Source: an optimization exercise on an open RTL-to-GDS flow (aim: small area and a short achievable clock period). Production flows keep margins and buffers that such runs may drop. In this exercise RTL edits were held to simulation tests only and were not proved equivalent to the original. Power figures rest on the tool's default switching activity, not on a simulated workload.

==> flow/design.v (outline; a module is shown in full before it is edited, if it fits) <==
// module unified_computing_system: 2510 lines
module unified_computing_system (
    input      [15:0] d_a, input [15:0] d_b, input [1:0] op_code,
    input clk, input rstn, input en_a, input en_b, input en_result,
    input cin, input bin,
    output reg [31:0] result, output reg [15:0] remainder,
    output reg cout, output reg bout, output reg overflow_flag, output reg error_flag);
  // ...
==> flow/flow/run.sh <==
#!/bin/bash
# Standard ORFS layout, with a larger setup repair margin and minimum-size port buffers.
set -euo pipefail
bash standard.sh SETUP_SLACK_MARGIN=18 "BUFFER_PORTS_ARGS=-buffer_cell sky130_fd_sc_hd__buf_1" "SYNTH_ARGS=-noabc" finish > standard_flow.log 2>&1
==> flow/standard.sh <==
#!/bin/bash
# synth_recipe.tcl (not shown) runs the flow's synth.tcl, then flattens the netlist and writes it again
# the make line also repeats each setting of config.mk as NAME=value (left out here)
make -C /OpenROAD-flow-scripts/flow DESIGN_CONFIG=/design/flow/config.mk WORK_HOME=/design/flow/orfs CLKGATE_MAP_FILE= SYNTH_SCRIPT=/design/flow/synth_recipe.tcl "${@:-finish}"
==> flow/config.mk <==
export PLATFORM = sky130hd
export DESIGN_NAME = unified_computing_system
export DESIGN_NICKNAME = unified_computing_system
export VERILOG_FILES = /design/flow/design.v
export SDC_FILE = /design/flow/constraint.sdc
export NUM_CORES = 4
export LEC_CHECK = 0
export ABC_AREA = 1
export CAP_MARGIN = 20
export CORE_MARGIN = 2
export CORE_UTILIZATION = 60
export SLEW_MARGIN = 20
==> flow/constraint.sdc <==
create_clock -name core_clock -period 26.0 [get_ports {clk}]
set_input_delay 5.2000 -clock core_clock [delete_from_list [all_inputs] [get_ports {clk}]]
set_output_delay 5.2000 -clock core_clock [all_outputs]
set_load 0.01 [all_outputs]
==> flow_summary.ini, run 1 <==
[place]
dp.cells = 4503
routabilityCongestion = 0.9976

[cells_and_area]
nonClkBufAreaFrac_pct = 13.61
inv_count = 661
n_all_buffers = 551
area_share_clock_buf_inv_pct = 0.8367
finish.net_count = 4831
largest_register_ff_count = 32
top_register = result
area_dominant_class = multi-input combinational cells
layout_commonest_cell = nand2_1
fin_util_pct = 81.48

[cts]
clk_path_buf_depth = 2
cts_max_level = 3
clockRootBuffer = clkbuf_16

[power]
p_clk_share_pct = 3.6
ir_worst_vdd_mv = 0.1018
netSwitchingPower_mw = 2.482
pg_comb_mw = 3.81
internal-power_mw = 1.633
finalPower_mw = 4.115

[logic_synthesis]
syn_area_mm2 = 0.02520
yosysTopAreaCellShare_pct = 19.14
synth_nets = 4413
synth-xor-area-share_pct = 3.789
synth_fa_ha_area_share_pct = 25.72
syn_inst = 3998

[routing]
drc_errors = 0
drt-met1-wl_um = 38070
highest_layer = met5
wl_um = 115800

[worst_setup_path]
worstSetupEndpointType = register
path_common_cell = nand2_4
critPathSlowestCell = fa_2
worst-path-buf-inv = 18

[global_route]
grt_pass1_vias = 29250
grt_use_met2_pct = 73.89
grt_use_met1_pct = 55.44

[outcome]
outcome = timing/DRC/antenna clean

[timing]
finalMaxSlewViolations = 0
fin_setup_tns_ns = 0

[floorplanning]
die_w_um = 208.9
row_count = 75
initial_core_util_pct = 60.48
dieArea_mm2 = 0.04365
==> inputs of run 2 (changes only) <==
==> flow/flow/run.sh (replaced) <==
#!/bin/bash
# Standard ORFS layout, with a larger setup repair margin and minimum-size port buffers.
set -euo pipefail
bash standard.sh SETUP_SLACK_MARGIN=16 "BUFFER_PORTS_ARGS=-buffer_cell sky130_fd_sc_hd__buf_1" "SYNTH_ARGS=-noabc" finish > standard_flow.log 2>&1
--- a/flow/config.mk
+++ b/flow/config.mk
@@ -8,5 +8,5 @@
 export ABC_AREA = 1
 export CAP_MARGIN = 20
 export CORE_MARGIN = 2
-export CORE_UTILIZATION = 60
+export CORE_UTILIZATION = 70
 export SLEW_MARGIN = 20
==> run 2 against run 1 <==
  * The run now fails in 5_1_grt
  * Synthesized area stayed put
  * Synthesized cell count stayed put
==> flow_summary.ini, run 2 <==
[outcome]
outcome = stopped before the end
failed_stage = 5_1_grt
error = [ERROR GRT-0232] Routing congestion too high. Check the congestion heatmap in the GUI.

[logic_synthesis]
synth_nets = 4413
synth_most_common_cell = nand2_1
synth_common_cells = nand2_1 (1285), inv_1 (576), nand3_1 (385)
post_synth_mux_area_share_pct = 0
syn_inst = 3998
synth-edff-count = 0
synth_compound_area_share_pct = 9.469
synth_fa_ha_area_share_pct = 25.72
synth_top_family_by_area = simple AND/OR/NAND/NOR gates
ys_warn_count = 1
synth-xor-area-share_pct = 3.789
synthFlopType = dfxtp_1
ys_ff_latch = 84
yosysTopAreaCell = nand2_1
avgSynthCellArea_um2 = 6.303
yosysTopAreaCellShare_pct = 19.14
ys_async_sr_fraction_pct = 0
synth-seq-area-share_pct = 6.674
synthTopCellsByArea = nand2_1 (19%), fa_1 (19%), inv_1 (8.6%)
synth_simple_gate_area_share_pct = 39.89
syn_area_mm2 = 0.02520
ys_types = 64

[global_route]
grt_max_degree = 52
grtUsageTotal_pct = 91.24
overflow = 1024

[place]
routabilityCongestion = 1.003
dpl.hpwl_um = 64690
io_buffer_count = 92

[floorplanning]
die_h_um = 193.7
row_count = 69
pin_count = 93
die_w_um = 193.7
initial_core_util_pct = 71.01

[cts]
clk_path_buf_depth = 2
clock-sinks = 84
cts_buffers = 9
ctsHoldBuffers = 0
clockRootBuffer = clkbuf_16
cts_max_level = 3

[timing]
postGrtWorstEndpoint = remainder[8]$_SDFFE_PN0P_/D
endpoint_type = register data pin
==> run 2: cell counts after synthesis <==
Identical to the previous run, type by type.
==> run 2: timing repair <==
item | 4_1_cts
cloned | 29
resized for setup | 480
setup endpoints to repair | 20
setup buffers | 218
pin swaps | 169
==> run 2: layer usage <==
metal  GRT overflow  GRT usage (%)
met5             18          61.05
met2            613          105.0
met4            255          91.52
met1             68          88.84
met3             70          80.83
==> run 2: power groups by stage <==
stage / Clock [mW] / Sequential, mW / Combinational [mW]
2_1_floorplan: 0 / 0.161 / 1.67
3_3_place_gp: 0 / 0.161 / 1.98
3_5_place_dp: 0 / 0.162 / 2.04
4_1_cts: 0.142 / 0.159 / 2.73
==> run 2: cell families after synthesis <==
kind of cell | Yosys count
compound gates | 404
xor+xnor | 109
fa+ha+maj | 374
buf+inv | 825
flops | 84
simple gates | 2202
==> run 2: worst min-delay path by stage <==
stage | startpoint | end | slack, ns | cells after the start
after floorplan | result[19] | result[19] | 0.49 | 2
after global placement | result[16] | result[16] | 0.45 | 2
after detailed placement | result[28] | result[28] | 0.46 | 2
after CTS | result[28] | result[28] | 0.47 | 2
==> run 2: through the flow <==
stage / cell area (um2) / power, mW / setup WS (ns) / cells
CTS: 29810 / 3.034 / 15.74 / 4692
detailed placement: 25290 / 2.205 / 13.11 / 4429
global placement: 25290 / 2.140 / 13.44 / 4429
floorplan: 25200 / 1.830 / 16.10 / 3998
==> inputs of run 3 (changes only) <==
==> flow/flow/run.sh (replaced) <==
#!/bin/bash
# Standard ORFS layout, with a larger setup repair margin and minimum-size port buffers.
set -euo pipefail
bash standard.sh SETUP_SLACK_MARGIN=14 "BUFFER_PORTS_ARGS=-buffer_cell sky130_fd_sc_hd__buf_1" "SYNTH_ARGS=-noabc" finish > standard_flow.log 2>&1
==> run 3 against run 2 <==
  * The run now finishes clean
  * Synthesized area is the same
  * Synthesized cell count is the same
==> flow_summary.ini, run 3 <==
[logic_synthesis]
synthTopCellsByArea = nand2_1 (19%), fa_1 (19%), inv_1 (8.6%)
avgSynthCellArea_um2 = 6.303
synth-edff-count = 0
synth_compound_area_share_pct = 9.469
synth_fa_ha_area_share_pct = 25.72
syn_area_mm2 = 0.02520
yosysTopAreaCellShare_pct = 19.14
ys_async_sr_fraction_pct = 0
ys_warn_count = 1
synth_common_cells = nand2_1 (1285), inv_1 (576), nand3_1 (385)
synth-seq-area-share_pct = 6.674
ys_types = 64
synth_most_common_cell = nand2_1
ys_ff_latch = 84
synthFlopType = dfxtp_1
post_synth_mux_area_share_pct = 0
synth_nets = 4413
synth-xor-area-share_pct = 3.789
synth_top_family_by_area = simple AND/OR/NAND/NOR gates
synth_simple_gate_area_share_pct = 39.89
yosysTopAreaCell = nand2_1
syn_inst = 3998

[cells_and_area]
largest_register_ff_count = 32
final_cell_mix = nand2_1 (1266), inv_1 (563), nand3_1 (370)
layout_commonest_cell = nand2_1
drive_above_1_share_pct = 15.22
area_growth_syn_to_layout_pct = 8.436
finish.net_count = 4511
layoutNonFillerInstCount = 4565
fin_util_pct = 77.01
top_register = result

[global_route]
grtUsageTotal_pct = 45.77
grt_max_degree = 52
antenna_found_initial = 3
grt_pass1_wl_um = 136900
grt_pass1_vias = 26920
overflow = 0

[power]
ir_worst_vdd_mv = 0.1183
cellPowerDensity_mw_per_mm2 = 100.8
total_leakage_power_nw = 16.04

[worst_setup_path]
critPathKind = register to register
critPathSlowestCell = fa_1
worst-path-buf-inv = 9
critPathMaxStageDelay_ns = 0.99
cp_top_family = simple AND/OR/NAND/NOR gates
crit_start = qb[1]
path_common_cell = nand2_1
path_max_fanout = 34
worst_r2r_path_depth = 71
worst_r2r_endpoint = remainder[8]
r2r_start = qb[1]
required_ns = 26.34
startpoint_type = register
worstSetupEndpointType = register
rrSetupSlack_ns = 14.32
cp.arrival_ns = 12.01

[place]
dp.cells = 4429
dpl.hpwl_um = 64690
routabilityCongestion = 1.003
io_buffer_count = 92

[routing]
avgViaCountPerCell = 6.197
drt_iter0_drc = 3836
drc_errors = 0
wl_per_cell_um = 20.01
wl_um = 91350
vias = 28290
firstDrtPassIters = 8
ant_nets = 0

[worst_hold_path]
min_from = result[25]
hold_path_class = register to register
holdPathStages = 2
hold_path_end = result[25]

[cts]
clock-sinks = 84
path_clk_slew_ns = 0.10
clockRootBuffer = clkbuf_16
ctsHoldBuffers = 0
clock_latency_ns = 0.39
tritoncts = built
clk_path_buf_depth = 2
cts_max_level = 3
cts_buffers = 9

[timing]
hold_violations = 0
fin_setup_tns_ns = 0
post-route-period-util_pct = 44.91
min_period_ns = 11.68
clock.fmax_ghz = 0.08564
maxSlewHeadroom_pct = 14.73
setup_violations = 0
worst_pin_slew_ns = 1.277
finClkSkew_ns = 0.02429
rsz0062_at_grt = no
finalMaxSlewViolations = 0

[floorplanning]
pin_count = 93
die_h_um = 193.7
dieArea_mm2 = 0.03753
row_count = 69
initial_core_util_pct = 71.01
core_mm2 = 0.03548
die_w_um = 193.7

[run]
maxCapViolations = 0

[outcome]
outcome = timing/DRC/antenna clean
run 3: cell counts after synthesis:
No cell type changed its count.
run 3: kinds of logic (layout without fill, tap and decap cells):
logic type,after synthesis,in the layout
AND/OR/NAND/NOR,2202,2213
AO/OA/AOI/OAI,404,404
buffers and inverters,825,917
adder cells (fa/ha/maj),374,374
other,0,3
XOR/XNOR,109,109
flip-flops,84,84
run 3: power breakdown:
group	internal [mW]	switching (mW)	total [mW]
Clock	0.0676	0.0756	0.143
Sequential	0.143	0.0176	0.160
Combinational	0.828	1.62	2.45
Total	1.04	1.71	2.75
run 3: worst min-delay path, delay by kind of cell (launching register included):
| family | cells | cell delay (ns) |
|---|---|---|
| simple gates | 1 | 0.06 |
| compound gates | 1 | 0.06 |
| flops | 1 | 0.31 |
run 3: final cells by class:
type | count | area [um2]
clock inverters | 7 | 68.82
fillers | 2737 | 8159
multi-input cells | 3100 | 20490
well taps | 461 | 576.8
inverters | 660 | 2554
clock buffers | 9 | 225.2
diodes | 3 | 7.507
repair buffers | 241 | 1704
flip-flops and latches | 84 | 1698
run 3: what timing repair did:
item                                    in CTS  in global routing
pin swaps                                    3                 38
buffers inserted                            17                 86
endpoints found under the setup margin      18                 18
gates cloned                                 1                 12
endpoints found under the hold margin        0                  0
gates resized for setup                     21                150
run 3: how the worst max path moves through the flow:
stage	slack, ns	depth (start not counted)	end
global route	13.77	95	remainder[9]
floorplan	16.10	86	remainder[9]
global placement	13.44	84	remainder[0]
detailed placement	13.11	81	remainder[10]
finish	14.32	71	remainder[8]
CTS	14.06	81	remainder[9]
run 3: per-stage QoR:
stage	cell area [um2]	total power [mW]	hold WS [ns]	worst slack (ns)
after floorplan	25200	1.830	0.4900	16.10
after global placement	25290	2.140	0.4499	13.44
after detailed placement	25290	2.205	0.4592	13.11
after CTS	25810	2.383	0.4708	14.06
after global routing	27320	2.983	0.4910	13.77
final	27320	2.753	0.4692	14.32
run 3: layer usage:
layer,global-route usage [%],vias up,share of wire (%)
met4,30.82,0,8.5
met1,55.44,12910,35
met3,8.575,636,13
met5,0,-,0
met2,74.31,2146,44
li1,-,12600,-
==> inputs of run 4 (changes only) <==
--- a/flow/config.mk
+++ b/flow/config.mk
@@ -8,5 +8,5 @@
 export ABC_AREA = 1
 export CAP_MARGIN = 20
 export CORE_MARGIN = 2
-export CORE_UTILIZATION = 70
+export CORE_UTILIZATION = 60
 export SLEW_MARGIN = 20
==> run 4 against run 3 <==
  * Combinational power down 4%
  * Critical endpoint is now remainder[0]
  * Die area up 16%
  * Sequential share of layout area about the same
  * Utilization down 12 points
  * Clock skew down 0.0012 ns
  * Setup slack better by 0.30 ns
  * Cell count up 1.2%
  * Power down 2.9%
  * Still clean on timing, DRC and antenna
==> flow_summary.ini, run 4 <==
[floorplanning]
die_w_um = 208.9
core_mm2 = 0.04167
dieArea_mm2 = 0.04365
row_count = 75
die_h_um = 208.9
pin_count = 93
initial_core_util_pct = 60.48

[worst_setup_path]
critPathMaxStageDelay_ns = 0.43
worstSetupEndpointType = register
critPathSlowestCell = fa_1
critPathKind = register to register
cp.arrival_ns = 11.70
cp_top_family = simple AND/OR/NAND/NOR gates
path_max_fanout = 18
path_common_cell = nand2_1
rrSetupSlack_ns = 14.63
worst-path-buf-inv = 12
required_ns = 26.33
startpoint_type = register

[cells_and_area]
fin_area_mm2 = 0.02720
final_cell_mix = nand2_1 (1274), inv_1 (564), nand3_1 (377)
finish.net_count = 4490
area_growth_syn_to_layout_pct = 7.955
top_register = result
layout_commonest_cell = nand2_1
drive_above_1_share_pct = 14.46
largest_register_ff_count = 32
fillCellCount = 3917

[cts]
clockRootBuffer = clkbuf_16
tritoncts = built
cts_max_level = 3
cts_buffers = 9
clock-sinks = 84
path_clk_slew_ns = 0.09
clock_latency_ns = 0.40
clk_path_buf_depth = 2

[timing]
min_period_ns = 11.37
worst_pin_slew_ns = 1.105
finClkSkew_ns = 0.02305
maxSlewHeadroom_pct = 26.23
fin_setup_tns_ns = 0
postLayoutSetupSlackWorst_ns = 14.63
hold_violations = 0
clock.fmax_ghz = 0.08793
post-route-period-util_pct = 43.74
finalMaxSlewViolations = 0
setup_violations = 0
rsz0062_at_grt = yes

[routing]
avgViaCountPerCell = 5.826
drt_iter0_drc = 2638
firstDrtPassIters = 8
wl_um = 91560
ant_nets = 0
wl_per_cell_um = 19.82
drc_errors = 0
vias = 26920

[worst_hold_path]
hold_path_class = register to register

[logic_synthesis]
yosysTopAreaCell = nand2_1
syn_inst = 3998
synth_common_cells = nand2_1 (1285), inv_1 (576), nand3_1 (385)
ys_warn_count = 1
synthTopCellsByArea = nand2_1 (19%), fa_1 (19%), inv_1 (8.6%)
yosysTopAreaCellShare_pct = 19.14
ys_ff_latch = 84
avgSynthCellArea_um2 = 6.303
synth-edff-count = 0
synth_nets = 4413
ys_async_sr_fraction_pct = 0
synth-seq-area-share_pct = 6.674
synth_most_common_cell = nand2_1
ys_types = 64
synthFlopType = dfxtp_1
syn_area_mm2 = 0.02520

[power]
cellPowerDensity_mw_per_mm2 = 98.28
total_leakage_power_nw = 15.97
ir_worst_vdd_mv = 0.1046
finalPower_mw = 2.673

[place]
routabilityCongestion = 1.000
placed_cell_area_mm2 = 0.02542
dpl.hpwl_um = 65730
io_buffer_count = 92
place_ws_ns = 12.57

[global_route]
grtUsageTotal_pct = 40.52
grt_pass1_vias = 25630
antenna_found_initial = 2
overflow = 0
grt_pass1_wl_um = 138100
grt_max_degree = 52

[outcome]
outcome = timing/DRC/antenna clean

[run]
maxCapViolations = 0
## run 4: changes by cell type in the layout (fill, tap and decap cells not counted), moves of 3 or more
cell,change
dfxtp_1,-3
nand2_2,-8
nand3_1,+7
buf_4,-20
dfxtp_2,+4
clkbuf_16,+3
inv_6,-3
nor2_1,+5
nand3_2,-4
nor2_2,-5
nand2_1,+8
nand3_4,-3
nand2_8,-3
## run 4: power by group
group | switching, mW | internal, mW | leakage (nW)
Combinational | 1.57 | 0.798 | 15.1
Clock | 0.0744 | 0.0761 | 0.141
Sequential | 0.0158 | 0.143 | 0.695
Total | 1.66 | 1.02 | 16.0
## run 4: cell type report
cell class                      count  area (um2)  area share [%]
Timing Repair Buffer              221        1580           5.809
Clock buffer                        9       225.2          0.8279
Sequential cell                    84        1699           6.246
Tap cell                          539       674.4           2.479
Multi-Input combinational cell   3099       20380           74.94
Clock inverter                      7       81.33          0.2990
Antenna cell                        1       2.502        0.009199
Inverter                          660        2555           9.392
## run 4: cells by family after synthesis
family | count (synthesis) | synth area share (%)
AND/OR/NAND/NOR | 2202 | 39.89
AO/OA/AOI/OAI | 404 | 9.469
XOR/XNOR | 109 | 3.789
flip-flops | 84 | 6.674
adder cells (fa/ha/maj) | 374 | 25.72
buffers and inverters | 825 | 14.46
## run 4: metal layers
metal	vias up	track usage [%]	wire, um
li1	12530	-	-
met1	12600	50.50	35490
met2	1483	67.80	41940
met3	303	7.544	9431
met4	2	19.41	4679
met5	-	0	15
## run 4: through the flow
step                      util [%]  std cells  hold slack, ns
after floorplan                  -       3998          0.4900
after global placement       61.00       4510          0.4513
after detailed placement     61.01       4510          0.4541
after CTS                    62.35       4541          0.4668
after global routing         65.29       4620          0.4829
final                        65.29       4620          0.4671
## run 4: tightest hold or removal path: cells and delay by family (launching register included)
family           cells  cell delay [ns]
AO/OA/AOI/OAI        1             0.05
flip-flops           1             0.32
AND/OR/NAND/NOR      1             0.06
## run 4: what timing repair did
item | CTS | global route
pin swaps | 3 | 37
resized for setup | 32 | 113
hold buffers | 0 | 0
buffers inserted | 14 | 63
endpoints found under the setup margin | 18 | 18
gates cloned | 1 | 14
## run 4: final timing paths
| kind | from | end | cells after the start |
|---|---|---|---|
| hold reg to reg | result[22] | result[22] | 2 |
| hold / removal | result[22] | result[22] | 2 |
| setup reg to reg | qb[14] | remainder[0] | 83 |
| setup / recovery | qb[14] | remainder[0] | 83 |

separate check: timing with driven ports:
In the flow no input, the clock included, has a driving cell. The finished layouts below were timed again as built, in two steps.
Step 1 (the two cells are an assumption about what drives the block):
set clk [get_ports {clk}]
set_driving_cell -lib_cell sky130_fd_sc_hd__clkbuf_16 $clk
set_driving_cell -lib_cell sky130_fd_sc_hd__buf_2 [delete_from_list [all_inputs] $clk]
Step 2 times the ports against the registers' clock, not the clock port: input delays grow and output delays shrink by t, the midpoint of the rising clock arrivals with the driver on.
Three values: no drivers, after step 1, after step 2; two values: the first two.
| run | t, ns | setup slack, ns | worst setup path at the end |
|---|---|---|---|
| run 1 | 0.464 | 14.572 / 14.572 / 14.572 | register to register |
| run 3 | 0.438 | 14.324 / 14.324 / 14.324 | register to register |
| run 4 | 0.451 | 14.628 / 14.628 / 14.628 | register to register |
After both steps setup and hold are still met in every run listed.
